Background: an optimization exercise with open tools, aiming at small area. Do not read the settings as production practice. Only simulation tests tie the RTL to the original design; equivalence was not proved. No activity file was given, so power comes from the tool's default toggle rates.

== job 3158 ==
Design ALU, start of the top module:
module ALU (
    input i_CLK,
    input i_RSTn,
    input [3:0] i_ALU_FUN,
    input [7:0] i_A,
    input [7:0] i_B,
    input i_Enable,
    output logic [15:0] o_ALU_OUT,
    output logic o_CF,    
    output logic o_OF,    
    output logic o_EF,    
    output logic o_ZF,    
    output logic o_OUT_VALID
);
==> flow/config.mk <==
export PLATFORM = sky130hd
export DESIGN_NAME = ALU
export DESIGN_NICKNAME = ALU
export VERILOG_FILES = /design/flow/design.v
export SDC_FILE = /design/flow/constraint.sdc
export NUM_CORES = 4
export LEC_CHECK = 0
export ABC_AREA = 1
export CAP_MARGIN = 20
export CORE_MARGIN = 2
export CORE_UTILIZATION = 45
export CTS_BUF_LIST = sky130_fd_sc_hd__clkbuf_8
export GPL_TIMING_DRIVEN = 0
export SLEW_MARGIN = 20
export BUFFER_PORTS_ARGS = -buffer_cell sky130_fd_sc_hd__buf_1
==> flow/constraint.sdc <==
create_clock -name core_clock -period 15.0 [get_ports {i_CLK}]
set_input_delay 3.0000 -clock core_clock [delete_from_list [all_inputs] [get_ports {i_CLK}]]
set_output_delay 3.0000 -clock core_clock [all_outputs]
set_load 0.01 [all_outputs]
standard.sh (not shown) runs the stock make flow with config.mk's settings and CLKGATE_MAP_FILE= SYNTH_SCRIPT=/design/flow/synth_recipe.tcl, a recipe that flattens the netlist after the stock synthesis.
==> flow/flow/run.sh <==
#!/bin/bash
# Standard ORFS layout, with these changes:
#  * after the standard synthesis, fapol.py keeps the multiplier's full and
#    half adder cells (choosing each full adder's polarity so that no
#    inverters sit between adder cells) and turns the other adder cells back
#    into logic; the combinational logic between the registers and the kept
#    adder cells is then re-mapped by ABC with an area-oriented
#    script (deepsyn twice, then amap); registers and their names are untouched;
#    an output port's bits are then wired straight to their registers
#    (fixports.py) instead of through an alias that needs a buffer;
#  * ports are buffered with buf_1 instead of the default buffer cell.
set -euo pipefail
W=$(pwd)
R=$W/orfs/results/$FLOW_PLATFORM/ALU/base
YOSYS=$FLOW_HOME/../tools/install/yosys/bin/yosys
[ -x "$YOSYS" ] || YOSYS=yosys

echo "export BUFFER_PORTS_ARGS = -buffer_cell sky130_fd_sc_hd__buf_1" >> config.mk

bash standard.sh synth > synth_standard.log 2>&1
cp $R/1_2_yosys.v $W/synth_standard.v
cp $R/1_synth.sdc $W/synth_standard.sdc 2>/dev/null || true

python3 $W/flow/fapol.py $W/synth_standard.v $W/synth_fapol.v > fapol.log 2>&1

LIB=$FLOW_HOME/platforms/$FLOW_PLATFORM/lib/sky130_fd_sc_hd__tt_025C_1v80.lib \
IN=$W/synth_fapol.v SOFT=$W/flow/soft.v OUT=$W/synth_remap.v SCRIPT=$W/flow/remap.abc \
  $YOSYS -c $W/flow/remap.tcl > remap.log 2>&1

python3 $W/flow/fixports.py $W/synth_remap.v $R/1_2_yosys.v > fixports.log 2>&1
rm -f $R/1_synth.odb $R/1_synth.sdc
bash standard.sh synth > synth_odb.log 2>&1
bash standard.sh > flow.log 2>&1
==> flow/flow/remap.abc <==
strash
&get -n
&deepsyn -T 40
&put
strash
dc2
&get -n
&deepsyn -T 40 -S 3
&put
dch -f
amap
Other scripts of this flow, unchanged in this note and not shown: flow/flow/fapol.py, flow/flow/fixports.py, flow/flow/remap.tcl, flow/flow/soft.v
In summary, job 3158 completed successfully, with a layout that passed the timing, DRC and antenna checks.
For job 9709, these inputs were changed with respect to job 3158:
Settings: CORE_UTILIZATION changed from 45 to 30; SETUP_SLACK_MARGIN newly set to -0.5.
diff --git a/flow/flow/run.sh b/flow/flow/run.sh
--- a/flow/flow/run.sh
+++ b/flow/flow/run.sh
@@ -7,3 +7,3 @@
 #    adder cells is then re-mapped by ABC with an area-oriented
-#    script (deepsyn twice, then amap); registers and their names are untouched;
+#    script (deepsyn, then amap); registers and their names are untouched;
 #    an output port's bits are then wired straight to their registers
==> flow/flow/remap.abc <==
strash
&get -n
&deepsyn -T 60
&put
dch -f
amap
--- outcome ---
- When the final numbers for job 9709 and job 3158 were put side by side, the final period utilization turned out to be smaller in job 3158.
- Sequential share of layout area in job 9709 is 0.18 points lower than in job 3158
- Overall routing resource usage: job 9709 and job 3158 compared, higher one is job 3158
- Of the two values seen for origin of the worst setup path, i_B[6] was produced by job 9709 and i_B[1] by job 3158.
- Job 9709 reports its standard cell with the maximum stage delay on the critical path as sky130_fd_sc_hd__a31oi_1 while job 3158 reports sky130_fd_sc_hd__buf_1.
- Via count, job 9709 vs job 3158: up by a few percent
Inputs modified between job 9709 and job 2707:
Settings: CORE_UTILIZATION: 30 -> 15; SETUP_SLACK_MARGIN: -0.5 -> unset.
diff --git a/flow/flow/run.sh b/flow/flow/run.sh
--- a/flow/flow/run.sh
+++ b/flow/flow/run.sh
@@ -7,3 +7,3 @@
 #    adder cells is then re-mapped by ABC with an area-oriented
-#    script (deepsyn, then amap); registers and their names are untouched;
+#    script (deepsyn twice, then amap); registers and their names are untouched;
 #    an output port's bits are then wired straight to their registers
==> flow/flow/remap.abc <==
strash
&get -n
&deepsyn -T 40
&put
strash
dc2
&get -n
&deepsyn -T 40 -S 3
&put
dch -f
amap
### Flow results
Summary of job 2707 over job 9709: number of diodes added for antenna fixing grew by 2, fmax grew by 4.6%, final non-filler cell total grew by about 20%.
In the flow results for job 2707 and job 9709, the buffer share of cell area is larger on job 2707.
Net switching share of the total power for job 2707 is higher than for job 9709.
Of the two values seen for end point of the critical path, o_ALU_OUT[10] was produced by job 9709 and o_ALU_OUT[9] by job 2707.
Job 2707 against job 9709: fraction of area in clock buffers and inverters comparable, worst path setup slack after routing now larger, total power now larger.
Setup changes, job 2707 to job 8327
Settings: changing BUFFER_PORTS_ARGS from -buffer_cell sky130_fd_sc_hd__buf_1 to -buffer_cell sky130_fd_sc_hd__buf_2; changing CORE_UTILIZATION from 15 to 30.
diff --git a/flow/flow/run.sh b/flow/flow/run.sh
--- a/flow/flow/run.sh
+++ b/flow/flow/run.sh
@@ -10,3 +10,3 @@
 #    (fixports.py) instead of through an alias that needs a buffer;
-#  * ports are buffered with buf_1 instead of the default buffer cell.
+#  * ports are buffered with buf_2 instead of the default buffer cell.
 set -euo pipefail
@@ -17,3 +17,3 @@
 
-echo "export BUFFER_PORTS_ARGS = -buffer_cell sky130_fd_sc_hd__buf_1" >> config.mk
+echo "export BUFFER_PORTS_ARGS = -buffer_cell sky130_fd_sc_hd__buf_2" >> config.mk
 
==> comparison <==
Wire length: job 8327 < job 2707. Taking job 2707 as the reference, in job 8327 total number of placement rows went down by 17, share of cells above drive strength 1 went up by 4.2 points, length of the first detailed-routing pass in iterations went up by 1, max-slew headroom at the worst pin went up by 0.97 points. Looking at standard cell with the maximum stage delay on the critical path, the sky130_fd_sc_hd__clkinvlp_4 result is from job 8327; the sky130_fd_sc_hd__nor3_2 one comes from job 2707.
Input changes introduced in job 5196 (baseline for comparison: job 8327):
Settings: changing CORE_UTILIZATION from 30 to 22; changing BUFFER_PORTS_ARGS from -buffer_cell sky130_fd_sc_hd__buf_2 to -buffer_cell sky130_fd_sc_hd__buf_1; changing CTS_BUF_LIST from sky130_fd_sc_hd__clkbuf_8 to sky130_fd_sc_hd__clkbuf_4 sky130_fd_sc_hd__clkbuf_8.
diff --git a/flow/flow/run.sh b/flow/flow/run.sh
--- a/flow/flow/run.sh
+++ b/flow/flow/run.sh
@@ -10,3 +10,3 @@
 #    (fixports.py) instead of through an alias that needs a buffer;
-#  * ports are buffered with buf_2 instead of the default buffer cell.
+#  * ports are buffered with buf_1 instead of the default buffer cell.
 set -euo pipefail
@@ -17,3 +17,3 @@
 
-echo "export BUFFER_PORTS_ARGS = -buffer_cell sky130_fd_sc_hd__buf_2" >> config.mk
+echo "export BUFFER_PORTS_ARGS = -buffer_cell sky130_fd_sc_hd__buf_1" >> config.mk
 
--- outcome ---
- | relative contribution of combinational cells to total power | job 5196 vs job 8327 | ≈ equal |
- Comparing job 5196 and job 8327, the higher switching share of power was measured on job 5196.
- The final reports for job 5196 and job 8327 show power higher in the former.
- Looking at area growth from synthesis to layout, job 5196 sits below job 8327.
- Timing startpoint of the critical path = i_B[7]: job 5196; timing startpoint of the critical path = i_B[2]: job 8327
- Looking at routed wire length across job 5196 and job 8327, the one that comes out lower is job 5196.
- Job 5196 and job 8327 ended up with roughly the same final area.

========
The RTL this note starts from:
==> flow/design.v <==
package UART_PACKAGE; 
    parameter DATA_WIDTH = 8;
    parameter ADDRESS_WIDTH = 4;
    parameter ALU_FUN_WIDTH = 4;
    typedef enum logic [3:0] {
        OP_ADD     = 4'b0000,   
        OP_SUB     = 4'b0001,   
        OP_MUL     = 4'b0010,   
        OP_DIV     = 4'b0011,   
        OP_AND     = 4'b0100,   
        OP_OR      = 4'b0101,   
        OP_NAND    = 4'b0110,   
        OP_NOR     = 4'b0111,   
        OP_XOR     = 4'b1000,   
        OP_XNOR    = 4'b1001,   
        OP_CMP_EQ  = 4'b1010,   
        OP_CMP_GT  = 4'b1011,   
        OP_SHR     = 4'b1100,   
        OP_SHL     = 4'b1101,   
        OP_NOP     = 4'b1110,   
        OP_INVALID = 4'b1111    
    } opcode_t;
endpackage : UART_PACKAGE 
module ALU (
    input i_CLK,
    input i_RSTn,
    input [3:0] i_ALU_FUN,
    input [7:0] i_A,
    input [7:0] i_B,
    input i_Enable,
    output logic [15:0] o_ALU_OUT,
    output logic o_CF,    
    output logic o_OF,    
    output logic o_EF,    
    output logic o_ZF,    
    output logic o_OUT_VALID
);
    wire [7:0] a = i_A;
    wire [7:0] b = i_B;
    wire [3:0] op = i_ALU_FUN;
    wire eq = (a == b);
    logic [15:0] prod;
    logic [7:0]  macc;       
    logic [8:0]  mt;
    logic [8:0]  mc;
    always_comb begin
        prod[0] = a[0] & b[0];
        macc = {1'b0, a[7:1] & {7{b[0]}}};
        for (int j = 1; j < 8; j++) begin
            mc[0] = 1'b0;
            for (int i = 0; i < 8; i++) begin
                mt[i]   = macc[i] ^ (a[i] & b[j]) ^ mc[i];
                mc[i+1] = (macc[i] & (a[i] & b[j])) | (mc[i] & (macc[i] ^ (a[i] & b[j])));
            end
            mt[8] = mc[8];
            prod[j] = mt[0];
            macc = mt[8:1];
        end
        prod[15:8] = macc;
    end
    wire [7:0] quo;
    wire [7:0] rm [1:8];
    assign rm[8] = 8'd0;
    genvar k;
    generate for (k = 7; k >= 1; k--) begin : st
        localparam int W = 8 - k;
        wire [W-1:0] r;
        if (W == 1) begin : w1
            assign r = a[k];
        end else begin : wn
            assign r = {rm[k+1][W-2:0], a[k]};
        end
        wire [W:0] d = {1'b0, r} - {1'b0, b[W-1:0]};
        wire bhz = (b[7:W] == 0);
        assign quo[k] = bhz & ~d[W];
        wire [W-1:0] rn = quo[k] ? d[W-1:0] : r;
        assign rm[k] = {{(8-W){1'b0}}, rn};
    end endgenerate
    wire       isdiv = (op == 4'd3);
    wire [7:0] lx  = isdiv ? {rm[1][6:0], a[0]} : a;
    wire [7:0] ly  = b ^ {8{op[0]}};
    logic [3:0] tt;
    always_comb begin
        case (op)
            4'd4:    tt = 4'b1000;    
            4'd5:    tt = 4'b1110;    
            4'd6:    tt = 4'b0111;    
            4'd7:    tt = 4'b0001;    
            4'd8:    tt = 4'b0110;    
            4'd9:    tt = 4'b1001;    
            4'd0:    tt = 4'b0110;    
            default: tt = 4'b1001;    
        endcase
    end
    wire arith = (op[3:2] == 2'd0);
    logic [8:0] ac;
    logic [7:0] sum;
    always_comb begin
        ac[0] = op[0];
        for (int i = 0; i < 8; i++) begin
            sum[i]  = tt[{lx[i], b[i]}] ^ (ac[i] & arith);
            ac[i+1] = (lx[i] & ly[i]) | (ac[i] & (lx[i] ^ ly[i]));
        end
    end
    wire       co  = ac[8];           
    assign quo[0] = co;
    wire [7:0] rem = co ? sum : lx;
    wire bz = (b == 8'd0);
    wire add_of = (a[7] == ly[7]) & (sum[7] != a[7]);
    logic [15:0] res;
    logic cf, of, zf, ef;
    always_comb begin
        res = '0; cf = 1'b0; of = 1'b0; zf = 1'b0; ef = eq;
        case (op)
            4'd0, 4'd1: begin
                res[7:0] = sum;
                cf = co ^ op[0];
                of = add_of;
                zf = (sum == 8'd0);
            end
            4'd2: begin
                res = prod;
                of = (prod[15:8] != 8'd0);
                zf = (a == 8'd0) | (b == 8'd0);
            end
            4'd3: begin
                res = {rem | {8{bz}}, quo};
                cf = bz;
                zf = (quo == 8'd0);
            end
            4'd4, 4'd5, 4'd6, 4'd7, 4'd8, 4'd9: begin
                res[7:0] = sum;
                zf = (sum == 8'd0);
            end
            4'd10: res[0] = eq;
            4'd11: res[0] = co & ~eq;
            4'd12: begin
                res[7:0] = {1'b0, a[7:1]};
                cf = a[0];
                zf = (a[7:1] == 7'd0);
            end
            4'd13: begin
                res[7:0] = {a[6:0], 1'b0};
                cf = a[7];
                of = a[7] ^ a[6];
                zf = (a[6:0] == 7'd0);
            end
            default: ef = 1'b0;
        endcase
    end
    always_ff @(posedge i_CLK, negedge i_RSTn) begin
        if (!i_RSTn) begin
            o_ALU_OUT   <= '0;
            o_CF        <= 1'b0;
            o_OF        <= 1'b0;
            o_ZF        <= 1'b0;
            o_EF        <= 1'b0;
            o_OUT_VALID <= 1'b0;
        end else if (i_Enable) begin
            o_ALU_OUT   <= res;
            o_CF        <= cf;
            o_OF        <= of;
            o_ZF        <= zf;
            o_EF        <= ef;
            o_OUT_VALID <= ~(op[3] & op[2] & op[1]);
        end else begin
            o_OUT_VALID <= 1'b0;
        end
    end
endmodule
Settings: LEC_CHECK=0, ABC_AREA=1, CAP_MARGIN=20, CORE_MARGIN=2, CORE_UTILIZATION=30, CTS_BUF_LIST=sky130_fd_sc_hd__clkbuf_8, GPL_TIMING_DRIVEN=0, SLEW_MARGIN=20, BUFFER_PORTS_ARGS=-buffer_cell sky130_fd_sc_hd__buf_1; clock period 15.0 ns.
==> flow/flow/run.sh <==
#!/bin/bash
# Standard ORFS layout, with two changes:
#  * after the standard synthesis, the combinational logic between the
#    registers is re-mapped by ABC with an area-oriented
#    script (deepsyn, then amap); registers and their names are untouched;
#    an output port's bits are then wired straight to their registers
#    (fixports.py) instead of through an alias that needs a buffer;
#  * ports are buffered with buf_1 instead of the default buffer cell.
set -euo pipefail
W=$(pwd)
R=$W/orfs/results/$FLOW_PLATFORM/ALU/base
YOSYS=$FLOW_HOME/../tools/install/yosys/bin/yosys
[ -x "$YOSYS" ] || YOSYS=yosys

echo "export BUFFER_PORTS_ARGS = -buffer_cell sky130_fd_sc_hd__buf_1" >> config.mk

bash standard.sh synth > synth_standard.log 2>&1
cp $R/1_2_yosys.v $W/synth_standard.v
cp $R/1_synth.sdc $W/synth_standard.sdc 2>/dev/null || true

LIB=$FLOW_HOME/platforms/$FLOW_PLATFORM/lib/sky130_fd_sc_hd__tt_025C_1v80.lib \
IN=$W/synth_standard.v OUT=$W/synth_remap.v SCRIPT=$W/flow/remap.abc \
  $YOSYS -c $W/flow/remap.tcl > remap.log 2>&1

python3 $W/flow/fixports.py $W/synth_remap.v $R/1_2_yosys.v > fixports.log 2>&1
rm -f $R/1_synth.odb $R/1_synth.sdc
bash standard.sh synth > synth_odb.log 2>&1
bash standard.sh > flow.log 2>&1
Other scripts of this flow, unchanged in this note and not shown: flow/flow/fixports.py, flow/flow/remap.abc, flow/flow/remap.tcl
Change:
GPL_TIMING_DRIVEN = not set   (was 0)
What happened: Count of clock-buffer cells in the layout stays the same; die area does not change; hold slack hardly moves; total power climbs by 0.73%; wire length climbs by 4.9%; global-route usage climbs by 0.44 points.
Change:
--- a/flow/flow/run.sh
+++ b/flow/flow/run.sh
@@ -8 +8,2 @@
-#  * ports are buffered with buf_1 instead of the default buffer cell.
+#  * ports are buffered with buf_1 instead of the default buffer cell;
+#  * after global routing, non-critical gates are downsized (RECOVER_POWER).
@@ -15,0 +17 @@
+echo "export RECOVER_POWER = 100" >> config.mk
CAP_MARGIN = 5   (was 20)
RECOVER_POWER = 100   (was not set)
SLEW_MARGIN = 5   (was 20)
Effect: Final area is about the same. Total power barely changes. Global-route usage stays the same. Combinational power hardly moves. Area after synthesis does not change. Die area does not change. Critical path depth is unchanged. First-iteration DRC count went up by 3.0%. Hold slack is about the same.

## re-timing with driven ports
The results above use ideal ports. As a check the final layouts listed here were re-extracted and re-timed, cells and wires unchanged.
Step 1: set_driving_cell puts a clkbuf_16 on i_CLK and a buf_2 on each other input, an assumption about the parent block.
Step 2 adds t to the input delays and takes it off the output delays; t is the mean of the earliest and latest rising clock arrival at the registers after step 1. Input paths then give back, and output paths get back, about the clock's delay inside the block.
Three values: ideal ports, drivers, drivers and shift; two values: the first two.
| run | t (ns) | setup slack, ns | hold WS [ns] | worst data-port slew with drivers (ns) | cell pins on the clock port's net |
|---|---|---|---|---|---|
| job 3158 | 0.279 | 1.313 / 1.314 / 1.035 | 0.480 / 0.480 / 0.480 | 0.03 | 1 |
| job 9709 | 0.278 | 0.740 / 0.745 / 0.468 | 0.496 / 0.496 / 0.496 | 0.04 | 1 |
| job 2707 | 0.282 | 1.371 / 1.355 / 1.072 | 0.482 / 0.482 / 0.482 | 0.07 | 1 |
| job 8327 | 0.280 | 1.148 / 1.150 / 0.870 | 0.477 / 0.477 / 0.477 | 0.04 | 1 |
| job 5196 | 0.280 | 1.267 / 1.271 / 0.991 | 0.494 / 0.494 / 0.494 | 0.05 | 1 |
| the first run of note 2 | 0.290 | 1.315 / 1.310 / 1.020 | 0.488 / 0.488 / 0.488 | 0.05 | 1 |
| the second run of note 2 | 0.291 | 1.225 / 1.229 / 0.938 | 0.485 / 0.485 / 0.485 | 0.03 | 1 |
| the third run of note 2 | 0.291 | 1.201 / 1.205 / 0.913 | 0.485 / 0.485 / 0.485 | 0.03 | 1 |
After both steps every run listed still meets setup and hold. For job 2707, which loses most, drivers alone change the setup slack by -0.016 ns; drivers and shift together by -0.299 ns.
